From an optimization exercise on the open Yosys and OpenROAD flow, aimed at small area; shortcuts taken in it are not production practice.
Where RTL was checked, it was by simulation tests only, not by an equivalence proof against the original.
No driver is modelled on the clock port, so clocking that relies on it looks cheaper here than on a real chip.
No activity file was given, so power comes from the tool's default toggle rates.

P:
// atm_code
module atm_code(input clk, input rst, input BTN3, BTN2, BTN1, input [3:0] SW,
                output reg [7:0] LED, output reg [6:0] digit4, digit3, digit2, digit1);
  localparam [3:0] IDLE = 4'd1;
  localparam [3:0] PE3 = 4'd2;
  localparam [3:0] PE2 = 4'd3;
  localparam [3:0] PE1 = 4'd10;
  localparam [3:0] LOCK = 4'd7;
  localparam [3:0] MENU = 4'd0;
  localparam [3:0] MONEY = 4'd11;
  localparam [3:0] WARN = 4'd9;
  localparam [3:0] PC3 = 4'd6;
  localparam [3:0] PC2 = 4'd15;
  localparam [3:0] PC1 = 4'd14;
  localparam [3:0] NEW = 4'd5;
  localparam [3:0] RSTC = 4'd4;
  localparam [3:0] LOCKB = 4'd8;
  reg [3:0] disp;       
  reg [1:0] stl;        
  reg [1:0] sth;        
  wire [3:0] st = {sth, stl};
  always @(*) begin
    case ({disp, stl})
      {IDLE, 2'd1}: sth = 2'd0;   
      {IDLE, 2'd2}: sth = 2'd0;   
      {PE3, 2'd2}: sth = 2'd0;   
      {PE3, 2'd3}: sth = 2'd0;   
      {PE3, 2'd0}: sth = 2'd0;   
      {PE3, 2'd1}: sth = 2'd0;   
      {PE2, 2'd3}: sth = 2'd0;   
      {PE2, 2'd2}: sth = 2'd2;   
      {PE2, 2'd0}: sth = 2'd0;   
      {PE2, 2'd1}: sth = 2'd0;   
      {PE1, 2'd2}: sth = 2'd2;   
      {PE1, 2'd3}: sth = 2'd1;   
      {PE1, 2'd0}: sth = 2'd0;   
      {PE1, 2'd1}: sth = 2'd0;   
      {LOCK, 2'd3}: sth = 2'd1;   
      {LOCK, 2'd1}: sth = 2'd0;   
      {MENU, 2'd0}: sth = 2'd0;   
      {MENU, 2'd1}: sth = 2'd0;   
      {MENU, 2'd3}: sth = 2'd2;   
      {MENU, 2'd2}: sth = 2'd1;   
      {MONEY, 2'd3}: sth = 2'd2;   
      {MONEY, 2'd0}: sth = 2'd0;   
      {MONEY, 2'd1}: sth = 2'd2;   
      {WARN, 2'd1}: sth = 2'd2;   
      {WARN, 2'd3}: sth = 2'd2;   
      {PC3, 2'd2}: sth = 2'd1;   
  ...
==> flow/config.mk <==
export PLATFORM = sky130hd
export DESIGN_NAME = atm_code
export DESIGN_NICKNAME = atm_code
export VERILOG_FILES = /design/flow/design.v
export SDC_FILE = /design/flow/constraint.sdc
export NUM_CORES = 4
export LEC_CHECK = 0
export CAP_MARGIN = 20
export CORE_MARGIN = 2
export CORE_UTILIZATION = 40
export SLEW_MARGIN = 20
==> flow/constraint.sdc <==
create_clock -name core_clock -period 5.0 [get_ports {clk}]
set_input_delay 1.0000 -clock core_clock [delete_from_list [all_inputs] [get_ports {clk}]]
set_output_delay 1.0000 -clock core_clock [all_outputs]
set_load 0.01 [all_outputs]
standard.sh (not shown) runs the stock make flow with config.mk's settings and CLKGATE_MAP_FILE= SYNTH_SCRIPT=/design/flow/synth_recipe.tcl, a recipe that flattens the netlist after the stock synthesis.
==> flow/flow/run.sh <==
#!/bin/bash
# Own layout flow: the standard synthesis, then the combinational logic between the
# standard synthesis's registers is re-mapped by ABC for area (registers, their names and
# cell types are kept as they are). ABC runs with several seeds and two mappers, in two
# rounds (the second starts from the first round's pick); of the netlists whose pre-layout
# worst slack is at least 1.2 ns, the smallest is kept (if none, the one with the best slack). Then the standard layout from floorplan on, with the port buffers
# made of the smallest buffer cell and a clock tree of few, small
# buffers (a clock buffer whose sinks see a slow clock slew after CTS is upsized).
set -euo pipefail
W=$(pwd)
R=$W/orfs/results/$FLOW_PLATFORM/atm_code/base
bash standard.sh synth > std_synth.log 2>&1
cp $R/1_2_yosys.v $W/synth_std.v
# candidates, round 1: ABC seeds 1-6 on the standard synthesis netlist, each mapped with amap
# and with &nf; round 2: seeds 7-12 on the best netlist of round 1. Four at a time.
run_cand() {  # run_cand NAME INPUT.v
  ABC_SCRIPT=$W/area_$1.abc SYNTH_IN=$2 RESYN_OUT=resyn_$1.v yosys -c flow/resyn.tcl > resyn_$1.log 2>&1
  NL=resyn_$1.v openroad -no_init -exit flow/sta.tcl > sta_$1.log 2>&1
}
run_all() {  # run_all INPUT.v NAMES...
  local in=$1 n=0; shift
  for C in "$@"; do
    run_cand $C $in &
    n=$((n + 1))
    if (( n % ${NUM_CORES:-4} == 0 )); then wait; fi
  done
  wait
}
pick() {  # pick NAMES... : the smallest netlist with pre-layout slack >= 1.2 ns, else the best slack
  for C in "$@"; do
    echo "$C $(grep 'Chip area' resyn_$C.log | tail -1 | awk '{print $NF}') $(grep WNS_NS sta_$C.log | awk '{print $2}')"
  done >> candidates.txt
  local b
  b=$(for C in "$@"; do grep "^$C " candidates.txt; done | awk 'NF == 3 && $3 >= 1.2' | sort -k2 -g | head -1 | awk '{print $1}')
  if [[ -z "$b" ]]; then b=$(for C in "$@"; do grep "^$C " candidates.txt; done | awk 'NF == 3' | sort -k3 -gr | head -1 | awk '{print $1}'); fi
  echo $b
}
: > candidates.txt
r1=""
for S in 1 2 3 4 5 6; do
  printf 'strash\n&get -n\n&deepsyn -J 50 -T 120 -S %s\n&put\ndch -f\namap\ntopo\n' $S > area_a$S.abc
  printf 'strash\n&get -n\n&deepsyn -J 50 -T 120 -S %s\n&dch -f\n&nf -R 1000\n&put\ntopo\n' $S > area_n$S.abc
  r1="$r1 a$S n$S"
done
run_all synth_std.v $r1
b1=$(pick $r1)
r2=""
for S in 7 8 9 10 11 12; do
  printf 'strash\n&get -n\n&deepsyn -J 50 -T 120 -S %s\n&put\ndch -f\namap\ntopo\n' $S > area_b$S.abc
  r2="$r2 b$S"
done
run_all resyn_$b1.v $r2
best=$(pick $b1 $r2)
echo "round 1 kept $b1; kept $best" > resyn_choice.txt
cp resyn_$best.v resyn.v
openroad -no_init -exit flow/mkodb.tcl > mkodb.log 2>&1
bash standard.sh $(cat flow/make_args.txt) POST_CTS_TCL=$W/flow/fix_clk.tcl BUFFER_PORTS_ARGS="-buffer_cell sky130_fd_sc_hd__buf_1" \
  CTS_ARGS="$(cat flow/cts_args.txt)" finish > std_finish.log 2>&1
Other scripts of this flow, unchanged in this note and not shown: flow/flow/cts_args.txt, flow/flow/fix_clk.tcl, flow/flow/make_args.txt, flow/flow/mkodb.tcl, flow/flow/resyn.tcl, flow/flow/sta.tcl
The following lists how Q was set up differently from P:
-- flow/design.v --
<<< P, line 4
  localparam [3:0] PE3 = 4'd2;
  localparam [3:0] PE2 = 4'd3;
  localparam [3:0] PE1 = 4'd10;
  localparam [3:0] LOCK = 4'd7;
  localparam [3:0] MENU = 4'd0;
  localparam [3:0] MONEY = 4'd11;
  localparam [3:0] WARN = 4'd9;
  localparam [3:0] PC3 = 4'd6;
  localparam [3:0] PC2 = 4'd15;
  localparam [3:0] PC1 = 4'd14;
>>> Q, line 4
  localparam [3:0] PE3 = 4'd2;
  localparam [3:0] PE2 = 4'd3;
  localparam [3:0] PE1 = 4'd6;
  localparam [3:0] LOCK = 4'd7;
  localparam [3:0] MENU = 4'd0;
  localparam [3:0] MONEY = 4'd11;
  localparam [3:0] WARN = 4'd9;
  localparam [3:0] PC3 = 4'd10;
  localparam [3:0] PC2 = 4'd15;
  localparam [3:0] PC1 = 4'd14;
<<< P, line 28
      {PE3, 2'd1}: sth = 2'd0;   
      {PE2, 2'd3}: sth = 2'd0;   
      {PE2, 2'd2}: sth = 2'd2;   
      {PE2, 2'd0}: sth = 2'd0;   
      {PE2, 2'd1}: sth = 2'd0;   
      {PE1, 2'd2}: sth = 2'd2;   
      {PE1, 2'd3}: sth = 2'd1;   
      {PE1, 2'd0}: sth = 2'd0;   
>>> Q, line 28
      {PE3, 2'd1}: sth = 2'd0;   
      {PE2, 2'd3}: sth = 2'd0;   
      {PE2, 2'd2}: sth = 2'd1;   
      {PE2, 2'd0}: sth = 2'd0;   
      {PE2, 2'd1}: sth = 2'd0;   
      {PE1, 2'd2}: sth = 2'd1;   
      {PE1, 2'd3}: sth = 2'd1;   
      {PE1, 2'd0}: sth = 2'd0;   
<<< P, line 40
      {MENU, 2'd1}: sth = 2'd0;   
      {MENU, 2'd3}: sth = 2'd2;   
      {MENU, 2'd2}: sth = 2'd1;   
      {MONEY, 2'd3}: sth = 2'd2;   
      {MONEY, 2'd0}: sth = 2'd0;   
>>> Q, line 40
      {MENU, 2'd1}: sth = 2'd0;   
      {MENU, 2'd3}: sth = 2'd2;   
      {MENU, 2'd2}: sth = 2'd2;   
      {MONEY, 2'd3}: sth = 2'd2;   
      {MONEY, 2'd0}: sth = 2'd0;   
<<< P, line 46
      {WARN, 2'd1}: sth = 2'd2;   
      {WARN, 2'd3}: sth = 2'd2;   
      {PC3, 2'd2}: sth = 2'd1;   
      {PC3, 2'd3}: sth = 2'd3;   
      {PC3, 2'd1}: sth = 2'd1;   
>>> Q, line 46
      {WARN, 2'd1}: sth = 2'd2;   
      {WARN, 2'd3}: sth = 2'd2;   
      {PC3, 2'd2}: sth = 2'd2;   
      {PC3, 2'd3}: sth = 2'd3;   
      {PC3, 2'd1}: sth = 2'd1;   
Notes after the runs:
Diff P -> Q | combinational power share | increase of 1.7 points
In Q, clock network area share is higher than in P.
For clock transition time at the flip-flop clock pins of the worst setup and hold paths, P and Q come out practically identical.
Comparing Q and P, the higher global-route wire length before repair is on Q.
Between Q and P, the global routing usage on met3 is lower for Q.
Of Q and P, the run reporting the lower total routed wirelength was P.
Result: PASS for each of Q and P
Any difference in initial core utilization between P and Q is small enough to ignore.
Wire length on met3 on Q is down relative to P.
In the reports for Q and P, the smaller number of multi-input logic gates belongs to Q.
The setup slack in Q sits 13 ps below the value recorded for P.
The RTL of Q was laid out without a check of its function.

---

old:
Another version of the RTL of atm_code (not shown whole).
Size: ~45 I/O pins.
## atm_code
module atm_code(input clk, input rst, input BTN3, BTN2, BTN1, input [3:0] SW,
                output reg [7:0] LED, output reg [6:0] digit4, digit3, digit2, digit1);
clock: 5.0 ns
lec_check: 0
cap_margin: 20
core_margin: 2
core_utilization: 40
slew_margin: 20
Scripts as last shown in full above: flow/flow/run.sh
Other scripts of this flow, unchanged in this note and not shown: flow/flow/cts_args.txt, flow/flow/fix_clk.tcl, flow/flow/make_args.txt, flow/flow/mkodb.tcl, flow/flow/resyn.tcl, flow/flow/sta.tcl
The following lists how new was set up differently from old:
--- a/flow/design.v
+++ b/flow/design.v
@@ -1,24 +1,24 @@
 module atm_code(input clk, input rst, input BTN3, BTN2, BTN1, input [3:0] SW,
                 output reg [7:0] LED, output reg [6:0] digit4, digit3, digit2, digit1);
-  localparam [3:0] IDLE = 4'd0;
-  localparam [3:0] PE3 = 4'd7;
-  localparam [3:0] PE2 = 4'd6;
-  localparam [3:0] PE1 = 4'd5;
-  localparam [3:0] LOCK = 4'd4;
-  localparam [3:0] MENU = 4'd1;
-  localparam [3:0] MONEY = 4'd2;
-  localparam [3:0] WARN = 4'd3;
-  localparam [3:0] PC3 = 4'd11;
-  localparam [3:0] PC2 = 4'd10;
-  localparam [3:0] PC1 = 4'd9;
-  localparam [3:0] NEW = 4'd12;
-  localparam [3:0] RSTC = 4'd13;
+  localparam [3:0] IDLE = 4'd5;
+  localparam [3:0] PE3 = 4'd13;
+  localparam [3:0] PE2 = 4'd15;
+  localparam [3:0] PE1 = 4'd14;
+  localparam [3:0] LOCK = 4'd12;
+  localparam [3:0] MENU = 4'd7;
+  localparam [3:0] MONEY = 4'd4;
+  localparam [3:0] WARN = 4'd6;
+  localparam [3:0] PC3 = 4'd9;
+  localparam [3:0] PC2 = 4'd11;
+  localparam [3:0] PC1 = 4'd10;
+  localparam [3:0] NEW = 4'd2;
+  localparam [3:0] RSTC = 4'd0;
   localparam [3:0] LOCKB = 4'd8;
   reg [3:0] st, disp;
   reg [3:0] pin;
   reg [15:0] bal_d;   
   reg [6:0] x;
   wire isMd = (disp == MONEY);   
   wire [4:0] pend = isMd ? x[4:0] : 5'd0;
   reg [3:0] st_n;
   reg [4:0] pend_n;
--- outcome ---
- Summary of new over old: register-to-register slack rose by 70 ps, final cycle utilization of the critical path shrank by 1.3 points, first-iteration DRC count saw a decrease, reported net switching power increased 2.5%, combinational power about even.
- met2 as the peak-usage layer in the global routing report was reported by new, and met1 by old.
- Summary of new over old: minimum clock period shrank by 66 ps, final setup slack of the worst path grew by 66 ps.

---

The RTL this note starts from:
==> flow/design.v <==
module atm_code(input clk, input rst, input BTN3, BTN2, BTN1, input [3:0] SW,
                output reg [7:0] LED, output reg [6:0] digit4, digit3, digit2, digit1);
  localparam [3:0] IDLE = 4'd0;
  localparam [3:0] PE3 = 4'd1;
  localparam [3:0] PE2 = 4'd2;
  localparam [3:0] PE1 = 4'd3;
  localparam [3:0] LOCK = 4'd4;
  localparam [3:0] MENU = 4'd5;
  localparam [3:0] MONEY = 4'd6;
  localparam [3:0] WARN = 4'd7;
  localparam [3:0] PC3 = 4'd8;
  localparam [3:0] PC2 = 4'd9;
  localparam [3:0] PC1 = 4'd10;
  localparam [3:0] NEW = 4'd11;
  localparam [3:0] RSTC = 4'd12;
  reg [3:0] st, disp;
  reg [3:0] pin;
  reg [15:0] bal_d;   
  reg [4:0] pend;     
  reg [6:0] cnt;      
  reg [3:0] st_n;
  reg [4:0] pend_n;
  wire s = pend[4];
  wire [4:0] c;
  assign c[0] = s;
  genvar i;
  generate for (i = 0; i < 4; i = i + 1) begin : rca
    assign c[i+1] = (bal_d[i] & pend[i]) | (c[i] & (bal_d[i] ^ pend[i]));
  end endgenerate
  wire [15:0] bal;
  assign bal[3:0] = bal_d[3:0] ^ pend[3:0] ^ c[3:0];
  wire [16:4] k;
  assign k[4] = c[4] ^ s;
  generate for (i = 4; i < 16; i = i + 1) begin : incdec
    assign k[i+1] = k[i] & (bal_d[i] ^ s);
  end endgenerate
  assign bal[15:4] = bal_d[15:4] ^ k[15:4];
  wire hi_nz = |bal[15:4];
  wire [4:0] g1, g0;
  assign g1[0] = 1'b1; assign g0[0] = 1'b0;
  generate for (i = 0; i < 4; i = i + 1) begin : cmp
    assign g1[i+1] = (bal[i] & ~SW[i]) | (g1[i] & (bal[i] | ~SW[i]));
    assign g0[i+1] = (bal[i] & ~SW[i]) | (g0[i] & (bal[i] | ~SW[i]));
  end endgenerate
  wire gt = hi_nz | g0[4];
  wire ge = hi_nz | g1[4];
  wire ok = (pin == SW);
  wire t100 = (cnt == 7'd22);
  wire t50 = (cnt == 7'd86);
  wire run = (st == LOCK) ? !t100 : (st == WARN) ? !t50 : 1'b0;
  wire [6:0] cnt_step = {cnt[5:0], ~(cnt[6] ^ cnt[5])};
  always @(*) begin
    pend_n = 5'd0;
    if (st == MONEY) begin
      if (BTN3) pend_n = {1'b0, SW};
      else if (BTN2 && ge) pend_n = {1'b1, ~SW};
    end
  end
  always @(*) begin
    st_n = st;
    case (st)
      IDLE: if (BTN3) st_n = PE3;
      PE3: if (BTN3) st_n = ok ? MENU : PE2; else if (BTN1) st_n = IDLE;
      PE2: if (BTN1) st_n = IDLE; else if (BTN3) st_n = ok ? MENU : PE1;
      PE1: if (BTN1) st_n = IDLE; else if (BTN3) st_n = ok ? MENU : LOCK;
      LOCK: if (t100) st_n = IDLE;
      MENU: if (BTN1) st_n = IDLE; else if (BTN3) st_n = MONEY; else if (BTN2) st_n = PC3;
      MONEY: if (BTN1) st_n = MENU; else if (BTN2 && !gt) st_n = WARN;
      WARN: if (t50) st_n = MONEY;
      PC3: if (BTN1) st_n = MENU; else if (BTN3) st_n = ok ? NEW : PC2;
      PC2: if (BTN1) st_n = MENU; else if (BTN3) st_n = ok ? NEW : PC1;
      PC1: if (BTN1) st_n = MENU; else if (BTN3) st_n = ok ? NEW : LOCK;
      NEW: if (BTN3) st_n = MENU;
      default: st_n = 4'bxxxx;
    endcase
  end
  always @(posedge clk or posedge rst) begin
    if (rst) begin
      st <= IDLE; disp <= RSTC; pin <= 4'd0; bal_d <= 16'd0; pend <= 5'd0;
    end else begin
      st <= st_n; disp <= st; bal_d <= bal; pend <= pend_n;
      if (st == NEW && BTN3) pin <= SW;
    end
  end
  always @(posedge clk) cnt <= run ? cnt_step : 7'd0;
  function [6:0] hex7(input [3:0] v);
    case (v)
      4'd0: hex7 = 7'b0000001;
      4'd1: hex7 = 7'b1001111;
      4'd2: hex7 = 7'b0010010;
      4'd3: hex7 = 7'b0000110;
      4'd4: hex7 = 7'b1001100;
      4'd5: hex7 = 7'b0100100;
      4'd6: hex7 = 7'b0100000;
      4'd7: hex7 = 7'b0001101;
      4'd8: hex7 = 7'b0000000;
      4'd9: hex7 = 7'b0000100;
      4'd10: hex7 = 7'b0001000;
      4'd11: hex7 = 7'b1100000;
      4'd12: hex7 = 7'b0110001;
      4'd13: hex7 = 7'b1000010;
      4'd14: hex7 = 7'b0110000;
      4'd15: hex7 = 7'b0111000;
    endcase
  endfunction
  always @(*) begin
    case (disp)
      IDLE: begin LED = 8'b00000001; digit4 = 7'b0110001; digit3 = 7'b0001000; digit2 = 7'b1111010; digit1 = 7'b1000010; end
      PE3: begin LED = 8'b10000000; digit4 = 7'b0011000; digit3 = 7'b0110000; digit2 = 7'b1111110; digit1 = 7'b0000110; end
      PE2: begin LED = 8'b11000000; digit4 = 7'b0011000; digit3 = 7'b0110000; digit2 = 7'b1111110; digit1 = 7'b0010010; end
      PE1: begin LED = 8'b11100000; digit4 = 7'b0011000; digit3 = 7'b0110000; digit2 = 7'b1111110; digit1 = 7'b1001111; end
      LOCK: begin LED = 8'b11111111; digit4 = 7'b0111000; digit3 = 7'b0001000; digit2 = 7'b1111001; digit1 = 7'b1110001; end
      MENU: begin LED = 8'b00010000; digit4 = 7'b0000001; digit3 = 7'b0011000; digit2 = 7'b0110000; digit1 = 7'b1101010; end
      MONEY: begin LED = 8'b00001000; digit4 = hex7(bal_d[15:12]); digit3 = hex7(bal_d[11:8]); digit2 = hex7(bal_d[7:4]); digit1 = hex7(bal_d[3:0]); end
      WARN: begin LED = 8'b11111111; digit4 = 7'b1111110; digit3 = 7'b1101010; digit2 = 7'b0001000; digit1 = 7'b1111110; end
      PC3: begin LED = 8'b00000100; digit4 = 7'b0011000; digit3 = 7'b0110001; digit2 = 7'b1111110; digit1 = 7'b0000110; end
      PC2: begin LED = 8'b00000110; digit4 = 7'b0011000; digit3 = 7'b0110001; digit2 = 7'b1111110; digit1 = 7'b0010010; end
      PC1: begin LED = 8'b00000111; digit4 = 7'b0011000; digit3 = 7'b0110001; digit2 = 7'b1111110; digit1 = 7'b1001111; end
      NEW: begin LED = 8'b00000010; digit4 = 7'b0011000; digit3 = 7'b0001000; digit2 = 7'b0100100; digit1 = 7'b0100100; end
      RSTC: begin LED = 8'b10101010; digit4 = 7'bx; digit3 = 7'bx; digit2 = 7'bx; digit1 = 7'bx; end
      default: begin LED = 8'bx; digit4 = 7'bx; digit3 = 7'bx; digit2 = 7'bx; digit1 = 7'bx; end
    endcase
  end
endmodule
export LEC_CHECK = 0
export CAP_MARGIN = 20
export CORE_MARGIN = 2
export CORE_UTILIZATION = 40
export SLEW_MARGIN = 20
create_clock -name core_clock -period 5.0 [get_ports {clk}]
run.sh (not shown) runs the stock make flow with config.mk's settings and CLKGATE_MAP_FILE= SYNTH_SCRIPT=/design/flow/synth_recipe.tcl, a recipe that flattens the netlist after the stock synthesis.
Stock flow here: none of the scripts above is used.
Change:
--- a/flow/design.v
+++ b/flow/design.v
@@ -18,25 +18,18 @@
   reg [15:0] bal_d;   
   reg [4:0] pend;     
   reg [6:0] cnt;      
   reg [3:0] st_n;
   reg [4:0] pend_n;
-  wire s = pend[4];
-  wire [4:0] c;
-  assign c[0] = s;
+  wire [15:0] addb = {{12{pend[4]}}, pend[3:0]};
+  wire [16:0] c;
+  assign c[0] = pend[4];
   genvar i;
-  generate for (i = 0; i < 4; i = i + 1) begin : rca
-    assign c[i+1] = (bal_d[i] & pend[i]) | (c[i] & (bal_d[i] ^ pend[i]));
+  generate for (i = 0; i < 16; i = i + 1) begin : rca
+    assign c[i+1] = (bal_d[i] & addb[i]) | (c[i] & (bal_d[i] ^ addb[i]));
   end endgenerate
-  wire [15:0] bal;
-  assign bal[3:0] = bal_d[3:0] ^ pend[3:0] ^ c[3:0];
-  wire [16:4] k;
-  assign k[4] = c[4] ^ s;
-  generate for (i = 4; i < 16; i = i + 1) begin : incdec
-    assign k[i+1] = k[i] & (bal_d[i] ^ s);
-  end endgenerate
-  assign bal[15:4] = bal_d[15:4] ^ k[15:4];
+  wire [15:0] bal = bal_d ^ addb ^ c[15:0];
   wire hi_nz = |bal[15:4];
   wire [4:0] g1, g0;
   assign g1[0] = 1'b1; assign g0[0] = 1'b0;
   generate for (i = 0; i < 4; i = i + 1) begin : cmp
     assign g1[i+1] = (bal[i] & ~SW[i]) | (g1[i] & (bal[i] | ~SW[i]));
The changed run reached the layout checks and failed them: setup timing.
Design area barely changes.
Worst setup slack degrades by 2.2 ns.
Critical path depth went up by 12.
Total power is higher by 78%.
Via count came out lower by 8.4%.
Fmax came out lower by 34%.
First-iteration DRC count decreases by 18%.
Die area went down by 4.3%.
Hold slack is better by 0.014 ns.
No functional check of the RTL was part of the first run of this note.

==> port drivers added, routing unchanged <==
In the flow no input, the clock included, has a driving cell. The finished layouts below were timed again as built, in two steps.
Step 1, drivers: a clkbuf_16 drives clk and a buf_2 each remaining input, both assumed.
Step 2, shift: input delay + t, output delay - t, t = (earliest + latest rising clock arrival at the registers) / 2. This alone moves slack from input paths to output paths.
a / b / c = no drivers / after step 1 / after step 2; a / b = the first two.
run	t (ns)	setup WS [ns]	pins driven straight from the clock port
P	0.360	0.591 / 0.591 / 0.591	1
Q	0.356	0.578 / 0.578 / 0.578	1
old	0.354	0.669 / 0.669 / 0.669	1
new	0.347	0.735 / 0.735 / 0.735	1
the first run of note 3	0.315	0.664 / 0.664 / 0.664	1
the second run of note 3	0.312	-1.526 / -1.526 / -1.526	1
